What follows belongs to an exercise in optimizing a design on an open flow for small area, a short achievable clock period and few clock cycles; a production flow would make more cautious choices.
At most, simulation tests tie the RTL to the original design; equivalence was not proved.
Power figures rest on the tool's default switching activity, not on a simulated workload.

==> flow/design.v <==
module div_fsm#(
    parameter   DATAWIDTH = 10'd57
)
(
    input                         clk,
    input                         rst_n,
    input                         en,
    input     [DATAWIDTH-1:0]     dividend,
    input     [DATAWIDTH-1:0]     divisor,
    output                        ready,
    output    [DATAWIDTH-1:0]     quotient,
    output    [DATAWIDTH-1:0]     remainder,
    output                        vld_out
);
localparam W  = DATAWIDTH;
localparam K1 = 27;              
localparam K2 = 3;               
reg  [W-1:0] r_q;                
reg  [W:0]   r_r;                
reg  [W-1:0] r_d;                
reg  [5:0]   r_cnt;              
reg          r_busy;
reg          r_vld;
reg          r_corr;             
assign ready     = ~r_busy;
assign vld_out   = r_vld;
assign quotient  = r_q;
assign remainder = r_r[W-1:0];
wire start = en & ~r_busy;
wire neg   = r_r[W];
wire corr  = r_corr;
wire [W-1:0] m;
genvar gi;
generate
    for (gi = 0; gi < W; gi = gi + 1) begin : g_m
        if (gi == W-1) begin : g_top
            assign m[gi] = 1'b1;
        end else begin : g_rest
            assign m[gi] = ~|r_d[W-1:gi+1];
        end
    end
endgenerate
wire d_nz = |r_d;
wire [W+K1-1:0] x1 = {r_r[W-1:0], r_q[W-1:W-K1]};
wire [W+K2-1:0] x2 = {r_r[W-1:0], r_q[W-1:W-K2]};
wire sk1 = ~neg & d_nz & (r_cnt >= K1) & ~|x1[W+K1-1:W] & ~|(x1[W-1:0] & m);
wire sk2 = ~neg & d_nz & (r_cnt >= K2) & ~|x2[W+K2-1:W] & ~|(x2[W-1:0] & m);
wire [W+1:0] opa = corr ? {r_r[W], r_r} : {r_r, r_q[W-1]};
wire [W+1:0] opb = neg ? {2'b00, r_d} : ~{2'b00, r_d};
wire [W+1:0] sum = opa + opb + {{(W+1){1'b0}}, ~neg};
wire         qb  = ~sum[W+1];
always @(posedge clk or negedge rst_n) begin
    if (!rst_n) begin
        r_busy <= 1'b0;
        r_vld  <= 1'b0;
        r_corr <= 1'b0;
        r_cnt  <= 6'd0;
    end else begin
        r_vld  <= 1'b0;
        r_corr <= 1'b0;
        if (start) begin
            r_busy <= 1'b1;
            r_cnt  <= W;
        end else if (r_busy) begin
            if (corr) begin
                r_busy <= 1'b0;
                r_vld  <= 1'b1;
            end else if (sk1) begin
                r_cnt <= r_cnt - K1;
                if (r_cnt == K1) begin r_busy <= 1'b0; r_vld <= 1'b1; end
            end else if (sk2) begin
                r_cnt <= r_cnt - K2;
                if (r_cnt == K2) begin r_busy <= 1'b0; r_vld <= 1'b1; end
            end else begin
                r_cnt <= r_cnt - 1'b1;
                if (r_cnt == 6'd1) begin
                    if (qb) begin r_busy <= 1'b0; r_vld <= 1'b1; end
                    else r_corr <= 1'b1;
                end
            end
        end
    end
end
always @(posedge clk) begin
    if (start) begin
        r_q <= dividend;
        r_d <= divisor;
        r_r <= {(W+1){1'b0}};
    end else if (r_busy) begin
        if (corr) begin
            r_r <= sum[W:0];
        end else if (sk1) begin
            r_r <= {1'b0, x1[W-1:0]};
            r_q <= {r_q[W-K1-1:0], {K1{1'b0}}};
        end else if (sk2) begin
            r_r <= {1'b0, x2[W-1:0]};
            r_q <= {r_q[W-K2-1:0], {K2{1'b0}}};
        end else begin
            r_r <= sum[W:0];
            r_q <= {r_q[W-2:0], qb};
        end
    end
end
endmodule
==> flow/config.mk <==
export PLATFORM = sky130hd
export DESIGN_NAME = div_fsm
export DESIGN_NICKNAME = div_fsm
export VERILOG_FILES = /design/flow/design.v
export SDC_FILE = /design/flow/constraint.sdc
export NUM_CORES = 4
export LEC_CHECK = 0
export ABC_CLOCK_PERIOD_IN_PS = 3000
export CAP_MARGIN = 20
export CORE_MARGIN = 2
export CORE_UTILIZATION = 40
export SETUP_SLACK_MARGIN = 2.5
export SLEW_MARGIN = 20
==> flow/constraint.sdc <==
create_clock -name core_clock -period 6.0 [get_ports {clk}]
set_input_delay 1.2000 -clock core_clock [delete_from_list [all_inputs] [get_ports {clk}]]
set_output_delay 1.2000 -clock core_clock [all_outputs]
set_load 0.01 [all_outputs]
run.sh (not shown) runs the stock make flow with config.mk's settings and CLKGATE_MAP_FILE= SYNTH_SCRIPT=/design/flow/synth_recipe.tcl, a recipe that flattens the netlist after the stock synthesis.
The starting point completed with no timing, DRC or antenna violations.
==> next run, changes <==
--- a/flow/design.v
+++ b/flow/design.v
@@ -13,22 +13,21 @@
     output                        vld_out
 );
 localparam W  = DATAWIDTH;
-localparam K1 = 27;              
-localparam K2 = 3;               
+localparam K1 = 16;              
+localparam K2 = 4;               
 reg  [W-1:0] r_q;                
 reg  [W:0]   r_r;                
 reg  [W-1:0] r_d;                
 reg  [5:0]   r_cnt;              
 reg          r_busy;
 reg          r_vld;
-reg          r_corr;             
 assign ready     = ~r_busy;
 assign vld_out   = r_vld;
 assign quotient  = r_q;
 assign remainder = r_r[W-1:0];
 wire start = en & ~r_busy;
 wire neg   = r_r[W];
-wire corr  = r_corr;
+wire corr  = (r_cnt == 6'd0);    
 wire [W-1:0] m;
 genvar gi;
 generate
@@ -53,11 +52,9 @@
     if (!rst_n) begin
         r_busy <= 1'b0;
         r_vld  <= 1'b0;
-        r_corr <= 1'b0;
         r_cnt  <= 6'd0;
     end else begin
-        r_vld  <= 1'b0;
-        r_corr <= 1'b0;
+        r_vld <= 1'b0;
         if (start) begin
             r_busy <= 1'b1;
             r_cnt  <= W;
@@ -73,10 +70,7 @@
                 if (r_cnt == K2) begin r_busy <= 1'b0; r_vld <= 1'b1; end
             end else begin
                 r_cnt <= r_cnt - 1'b1;
-                if (r_cnt == 6'd1) begin
-                    if (qb) begin r_busy <= 1'b0; r_vld <= 1'b1; end
-                    else r_corr <= 1'b1;
-                end
+                if (r_cnt == 6'd1 && qb) begin r_busy <= 1'b0; r_vld <= 1'b1; end
             end
         end
     end
Outcome:
- The new run finished with timing, DRC and antenna clean
- global-route usage goes up by 2.2 points
- routed wire length came out higher by 4.7%
- critical path depth went up by 9
- core utilization goes up by 0.94 points
- via count goes up by 4.2%
- power came out higher by 11%
- count of clock-buffer cells in the layout decreases by 2
- area after synthesis went down by 1.2%
- cell area came out higher by 1.1%
- worst hold slack is better by 0.025 ns
- final cell count increases by 3.2%
- worst setup slack loses 0.10 ns
- clock skew went down by 0.0059 ns
No run of this note included a check of the RTL's function; only the layout flow was run.

* * *

== JK ==
div_fsm, a different RTL version from the one above (not shown whole).
Size in the first run: ~230 I/O pins.
==> module div_fsm, before the edit <==
module div_fsm#(
    parameter   DATAWIDTH = 10'd57
)
(
    input                         clk,
    input                         rst_n,
    input                         en,
    input     [DATAWIDTH-1:0]     dividend,
    input     [DATAWIDTH-1:0]     divisor,
    output                        ready,
    output    [DATAWIDTH-1:0]     quotient,
    output    [DATAWIDTH-1:0]     remainder,
    output                        vld_out
);
localparam W  = DATAWIDTH;
localparam K1 = 27;              
localparam K2 = 3;               
reg  [W-1:0] r_q;                
reg  [W-1:0] r_r;                
reg  [W-1:0] r_d;                
reg  [5:0]   r_cnt;              
reg          r_busy;
reg          r_vld;
assign ready     = ~r_busy;
assign vld_out   = r_vld;
assign quotient  = r_q;
assign remainder = r_r;
wire start = en & ~r_busy;
wire [W-1:0] m;
genvar gi;
generate
    for (gi = 0; gi < W; gi = gi + 1) begin : g_m
        if (gi == W-1) begin : g_top
            assign m[gi] = 1'b1;
        end else begin : g_rest
            assign m[gi] = ~|r_d[W-1:gi+1];
        end
    end
endgenerate
wire d_nz = |r_d;
wire [W+K1-1:0] x1 = {r_r, r_q[W-1:W-K1]};
wire [W+K2-1:0] x2 = {r_r, r_q[W-1:W-K2]};
wire sk1 = d_nz & (r_cnt >= K1) & ~|x1[W+K1-1:W] & ~|(x1[W-1:0] & m);
wire sk2 = d_nz & (r_cnt >= K2) & ~|x2[W+K2-1:W] & ~|(x2[W-1:0] & m);
wire [W:0]   x0   = {r_r, r_q[W-1]};
wire [W+1:0] diff = {1'b0, x0} - {2'b00, r_d};
wire         qb   = ~diff[W+1];
always @(posedge clk or negedge rst_n) begin
    if (!rst_n) begin
        r_busy <= 1'b0;
        r_vld  <= 1'b0;
        r_cnt  <= 6'd0;
    end else begin
        r_vld <= 1'b0;
        if (start) begin
            r_busy <= 1'b1;
            r_cnt  <= W;
        end else if (r_busy) begin
            if (sk1) begin
                r_cnt <= r_cnt - K1;
                if (r_cnt == K1) begin r_busy <= 1'b0; r_vld <= 1'b1; end
            end else if (sk2) begin
                r_cnt <= r_cnt - K2;
                if (r_cnt == K2) begin r_busy <= 1'b0; r_vld <= 1'b1; end
            end else begin
                r_cnt <= r_cnt - 1'b1;
                if (r_cnt == 6'd1) begin r_busy <= 1'b0; r_vld <= 1'b1; end
            end
        end
    end
end
always @(posedge clk) begin
    if (start) begin
        r_q <= dividend;
        r_d <= divisor;
        r_r <= {W{1'b0}};
    end else if (r_busy) begin
        if (sk1) begin
            r_r <= x1[W-1:0];
            r_q <= {r_q[W-K1-1:0], {K1{1'b0}}};
        end else if (sk2) begin
            r_r <= x2[W-1:0];
            r_q <= {r_q[W-K2-1:0], {K2{1'b0}}};
        end else begin
            r_r <= qb ? diff[W-1:0] : x0[W-1:0];
            r_q <= {r_q[W-2:0], qb};
        end
    end
end
endmodule
Settings: LEC_CHECK=0, ABC_CLOCK_PERIOD_IN_PS=3000, CAP_MARGIN=20, CORE_MARGIN=2, CORE_UTILIZATION=40, CTS_BUF_LIST=sky130_fd_sc_hd__clkbuf_4 sky130_fd_sc_hd__clkbuf_8, SETUP_SLACK_MARGIN=2.5, SLEW_MARGIN=20; clock period 6.0 ns.
standard.sh (not shown) runs the stock make flow with config.mk's settings and CLKGATE_MAP_FILE= SYNTH_SCRIPT=/design/flow/synth_recipe.tcl, a recipe that flattens the netlist after the stock synthesis.
==> flow/flow/run.sh <==
#!/bin/bash
# The standard layout, with buf_1 as the port buffer cell instead of the
# cell buffer_ports picks by default.
set -euo pipefail
export BUFFER_PORTS_ARGS="-buffer_cell sky130_fd_sc_hd__buf_1"
bash standard.sh > standard.log 2>&1
Here is what was changed in the inputs of MS compared with JK.
--- a/flow/design.v
+++ b/flow/design.v
@@ -26,18 +26,22 @@
 assign quotient  = r_q;
 assign remainder = r_r;
 wire start = en & ~r_busy;
+reg  [5:0]   r_wb;
+reg  [5:0]   wb_in;
+integer      wi;
+always @(*) begin
+    wb_in = 6'd0;
+    for (wi = 0; wi < W; wi = wi + 1)
+        if (divisor[wi]) wb_in = wi + 1;
+end
 wire [W-1:0] m;
 genvar gi;
 generate
     for (gi = 0; gi < W; gi = gi + 1) begin : g_m
-        if (gi == W-1) begin : g_top
-            assign m[gi] = 1'b1;
-        end else begin : g_rest
-            assign m[gi] = ~|r_d[W-1:gi+1];
-        end
+        assign m[gi] = (r_wb <= gi + 1);
     end
 endgenerate
-wire d_nz = |r_d;
+wire d_nz = (r_wb != 6'd0);
 wire [W+K1-1:0] x1 = {r_r, r_q[W-1:W-K1]};
 wire [W+K2-1:0] x2 = {r_r, r_q[W-1:W-K2]};
 wire sk1 = d_nz & (r_cnt >= K1) & ~|x1[W+K1-1:W] & ~|(x1[W-1:0] & m);
@@ -73,6 +77,7 @@
     if (start) begin
         r_q <= dividend;
         r_d <= divisor;
+        r_wb <= wb_in;
         r_r <= {W{1'b0}};
     end else if (r_busy) begin
         if (sk1) begin
Notes after the runs:
- Relative to JK, detailed route wirelength on metal2 has increased by about 1.6% in MS.
- As of MS, upper clock frequency limit had risen by a few percent compared to JK.
- Where time the worst path needs with I/O delays and setup is concerned, JK is outperformed by MS.
- In MS the basic-gate share of the synthesized area counting and, or, nand and nor cells turned out 4.0 points lower than in JK.
- Post-CTS repair timing setup buffer count of MS falls short of that of JK by more than a quarter.
- Comparing MS and JK, post-synthesis to final-layout area growth is higher on JK.
- Diff JK..MS | share of flip-flops with an asynchronous set or reset | negligible
- In the flow results for MS and JK, the post-synthesis mux area share is larger on MS.
- MS packs its core looser than JK.
- In MS, the CTS sink count came out about 3.4% above the value in JK.
- Width of the die: MS vs JK up 1.5%
- In the floorplan summary, MS is listed with a die area greater than that of JK.
- Side by side, post-route standard cell area excluding fillers turned out higher in MS than in JK.
- MS vs JK, die boundary height went up by about 1.5%.
Testbench counts of MS, summed over its fixed seeds: cycles 33,212.
For JK, only the layout was checked, not whether the RTL still works.

* * *

div_fsm, a different RTL version from the one above (not shown whole).
Size in the first run: ~1700 cells after synthesis, roughly 190 flip-flops, ~230 I/O pins, ~15000 sq um of cells after synthesis.
==> module div_fsm, before the edit <==
module div_fsm#(
    parameter   DATAWIDTH = 10'd57
)
(
    input                         clk,
    input                         rst_n,
    input                         en,
    input     [DATAWIDTH-1:0]     dividend,
    input     [DATAWIDTH-1:0]     divisor,
    output                        ready,
    output    [DATAWIDTH-1:0]     quotient,
    output    [DATAWIDTH-1:0]     remainder,
    output                        vld_out
);
localparam W  = DATAWIDTH;
localparam K1 = 27;              
localparam K2 = 3;               
reg  [W-1:0] r_q;                
reg  [W-1:0] r_r;                
reg  [W-1:0] r_d;                
reg  [5:0]   r_cnt;              
reg          r_busy;
reg          r_vld;
assign ready     = ~r_busy;
assign vld_out   = r_vld;
assign quotient  = r_q;
assign remainder = r_r;
wire start = en & ~r_busy;
reg  [5:0]   r_wb;
reg  [5:0]   wb_in;
integer      wi;
always @(*) begin
    wb_in = 6'd0;
    for (wi = 0; wi < W; wi = wi + 1)
        if (divisor[wi]) wb_in = wi + 1;
end
wire [W-1:0] m;
genvar gi;
generate
    for (gi = 0; gi < W; gi = gi + 1) begin : g_m
        assign m[gi] = (r_wb <= gi + 1);
    end
endgenerate
wire d_nz = (r_wb != 6'd0);
wire [W+K1-1:0] x1 = {r_r, r_q[W-1:W-K1]};
wire [W+K2-1:0] x2 = {r_r, r_q[W-1:W-K2]};
wire sk1 = d_nz & (r_cnt >= K1) & ~|x1[W+K1-1:W] & ~|(x1[W-1:0] & m);
wire sk2 = d_nz & (r_cnt >= K2) & ~|x2[W+K2-1:W] & ~|(x2[W-1:0] & m);
function [5:0] dec6;
    input [5:0] a;
    input [5:0] b;
    reg   [6:0] bw;
    integer     i;
    begin
        bw[0] = 1'b0;
        for (i = 0; i < 6; i = i + 1) begin
            dec6[i]  = a[i] ^ b[i] ^ bw[i];
            bw[i+1]  = (~a[i] & b[i]) | (~a[i] & bw[i]) | (b[i] & bw[i]);
        end
    end
endfunction
wire [5:0] cnt_1  = dec6(r_cnt, 6'd1);
wire [5:0] cnt_k1 = dec6(r_cnt, K1);
wire [5:0] cnt_k2 = dec6(r_cnt, K2);
wire [W:0]   x0   = {r_r, r_q[W-1]};
wire [W+1:0] diff = {1'b0, x0} - {2'b00, r_d};
wire         qb   = ~diff[W+1];
always @(posedge clk or negedge rst_n) begin
    if (!rst_n) begin
        r_busy <= 1'b0;
        r_vld  <= 1'b0;
        r_cnt  <= 6'd0;
    end else begin
        r_vld <= 1'b0;
        if (start) begin
            r_busy <= 1'b1;
            r_cnt  <= W;
        end else if (r_busy) begin
            if (sk1) begin
                r_cnt <= cnt_k1;
                if (r_cnt == K1) begin r_busy <= 1'b0; r_vld <= 1'b1; end
            end else if (sk2) begin
                r_cnt <= cnt_k2;
                if (r_cnt == K2) begin r_busy <= 1'b0; r_vld <= 1'b1; end
            end else begin
                r_cnt <= cnt_1;
                if (r_cnt == 6'd1) begin r_busy <= 1'b0; r_vld <= 1'b1; end
            end
        end
    end
end
always @(posedge clk) begin
    if (start) begin
        r_q <= dividend;
        r_d <= divisor;
        r_wb <= wb_in;
        r_r <= {W{1'b0}};
    end else if (r_busy) begin
        if (sk1) begin
            r_r <= x1[W-1:0];
            r_q <= {r_q[W-K1-1:0], {K1{1'b0}}};
        end else if (sk2) begin
            r_r <= x2[W-1:0];
            r_q <= {r_q[W-K2-1:0], {K2{1'b0}}};
        end else begin
            r_r <= qb ? diff[W-1:0] : x0[W-1:0];
            r_q <= {r_q[W-2:0], qb};
        end
    end
end
endmodule
export LEC_CHECK = 0
export ABC_CLOCK_PERIOD_IN_PS = 3000
export CAP_MARGIN = 20
export CORE_MARGIN = 2
export CORE_UTILIZATION = 40
export SETUP_SLACK_MARGIN = 3.0
export SLEW_MARGIN = 20
create_clock -name core_clock -period 6.0 [get_ports {clk}]
Scripts as last shown in full above: flow/flow/run.sh
The starting point completed with no timing, DRC or antenna violations.
Edit:
--- a/flow/design.v
+++ b/flow/design.v
@@ -43,28 +43,12 @@
 endgenerate
 wire d_nz = (r_wb != 6'd0);
 wire [W+K1-1:0] x1 = {r_r, r_q[W-1:W-K1]};
 wire [W+K2-1:0] x2 = {r_r, r_q[W-1:W-K2]};
 wire sk1 = d_nz & (r_cnt >= K1) & ~|x1[W+K1-1:W] & ~|(x1[W-1:0] & m);
 wire sk2 = d_nz & (r_cnt >= K2) & ~|x2[W+K2-1:W] & ~|(x2[W-1:0] & m);
-function [5:0] dec6;
-    input [5:0] a;
-    input [5:0] b;
-    reg   [6:0] bw;
-    integer     i;
-    begin
-        bw[0] = 1'b0;
-        for (i = 0; i < 6; i = i + 1) begin
-            dec6[i]  = a[i] ^ b[i] ^ bw[i];
-            bw[i+1]  = (~a[i] & b[i]) | (~a[i] & bw[i]) | (b[i] & bw[i]);
-        end
-    end
-endfunction
-wire [5:0] cnt_1  = dec6(r_cnt, 6'd1);
-wire [5:0] cnt_k1 = dec6(r_cnt, K1);
-wire [5:0] cnt_k2 = dec6(r_cnt, K2);
 wire [W:0]   x0   = {r_r, r_q[W-1]};
 wire [W+1:0] diff = {1'b0, x0} - {2'b00, r_d};
 wire         qb   = ~diff[W+1];
 always @(posedge clk or negedge rst_n) begin
     if (!rst_n) begin
         r_busy <= 1'b0;
@@ -74,19 +58,19 @@
         r_vld <= 1'b0;
         if (start) begin
             r_busy <= 1'b1;
             r_cnt  <= W;
         end else if (r_busy) begin
             if (sk1) begin
-                r_cnt <= cnt_k1;
+                r_cnt <= r_cnt - K1;
                 if (r_cnt == K1) begin r_busy <= 1'b0; r_vld <= 1'b1; end
             end else if (sk2) begin
-                r_cnt <= cnt_k2;
+                r_cnt <= r_cnt - K2;
                 if (r_cnt == K2) begin r_busy <= 1'b0; r_vld <= 1'b1; end
             end else begin
-                r_cnt <= cnt_1;
+                r_cnt <= r_cnt - 1'b1;
                 if (r_cnt == 6'd1) begin r_busy <= 1'b0; r_vld <= 1'b1; end
             end
         end
     end
 end
 always @(posedge clk) begin
=>
- non-clock buffer count falls by 1
- combinational power falls by about 0.8%
- cell area falls by 2.0%
- critical path depth rises by 7
- clock power falls by about 5%
- sequential cell count stays the same
- global-route usage rises by 1.5 points
- setup slack loses 0.085 ns
- power barely changes
- hold slack gains 0.033 ns
Testbench counts after the change, summed over its fixed seeds: cycles 33,212.
The RTL of the first run of this note was laid out without a check of its function.

[static timing again, ports no longer ideal]
The flow's constraints put no driver on any port. The routed layouts listed below were extracted and timed again, unchanged, in two steps.
Step 1: set_driving_cell puts a clkbuf_16 on clk and a buf_2 on each other input, an assumption about the parent block.
Step 2 adds t to the input delays and takes it off the output delays; t is the mean of the earliest and latest rising clock arrival at the registers after step 1. Input paths then give back, and output paths get back, about the clock's delay inside the block.
a / b / c = ideal / step 1 / step 2; a / b = the first two.
run	t, ns	setup slack, ns	worst data-port slew with drivers (ns)
the first run of note 1	0.528	2.200 / 2.200 / 1.848	0.09
the second run of note 1	0.522	2.098 / 2.098 / 2.098	0.06
JK	0.553	2.478 / 2.478 / 2.478	0.04
MS	0.569	2.560 / 2.560 / 2.163	0.06
the first run of note 3	0.529	2.655 / 2.655 / 2.460	0.07
the second run of note 3	0.512	2.571 / 2.571 / 2.509	0.05
After both steps setup and hold are still met in every run listed. For MS, which loses most, drivers alone change the setup slack by 0.000 ns; drivers and shift together by -0.397 ns.
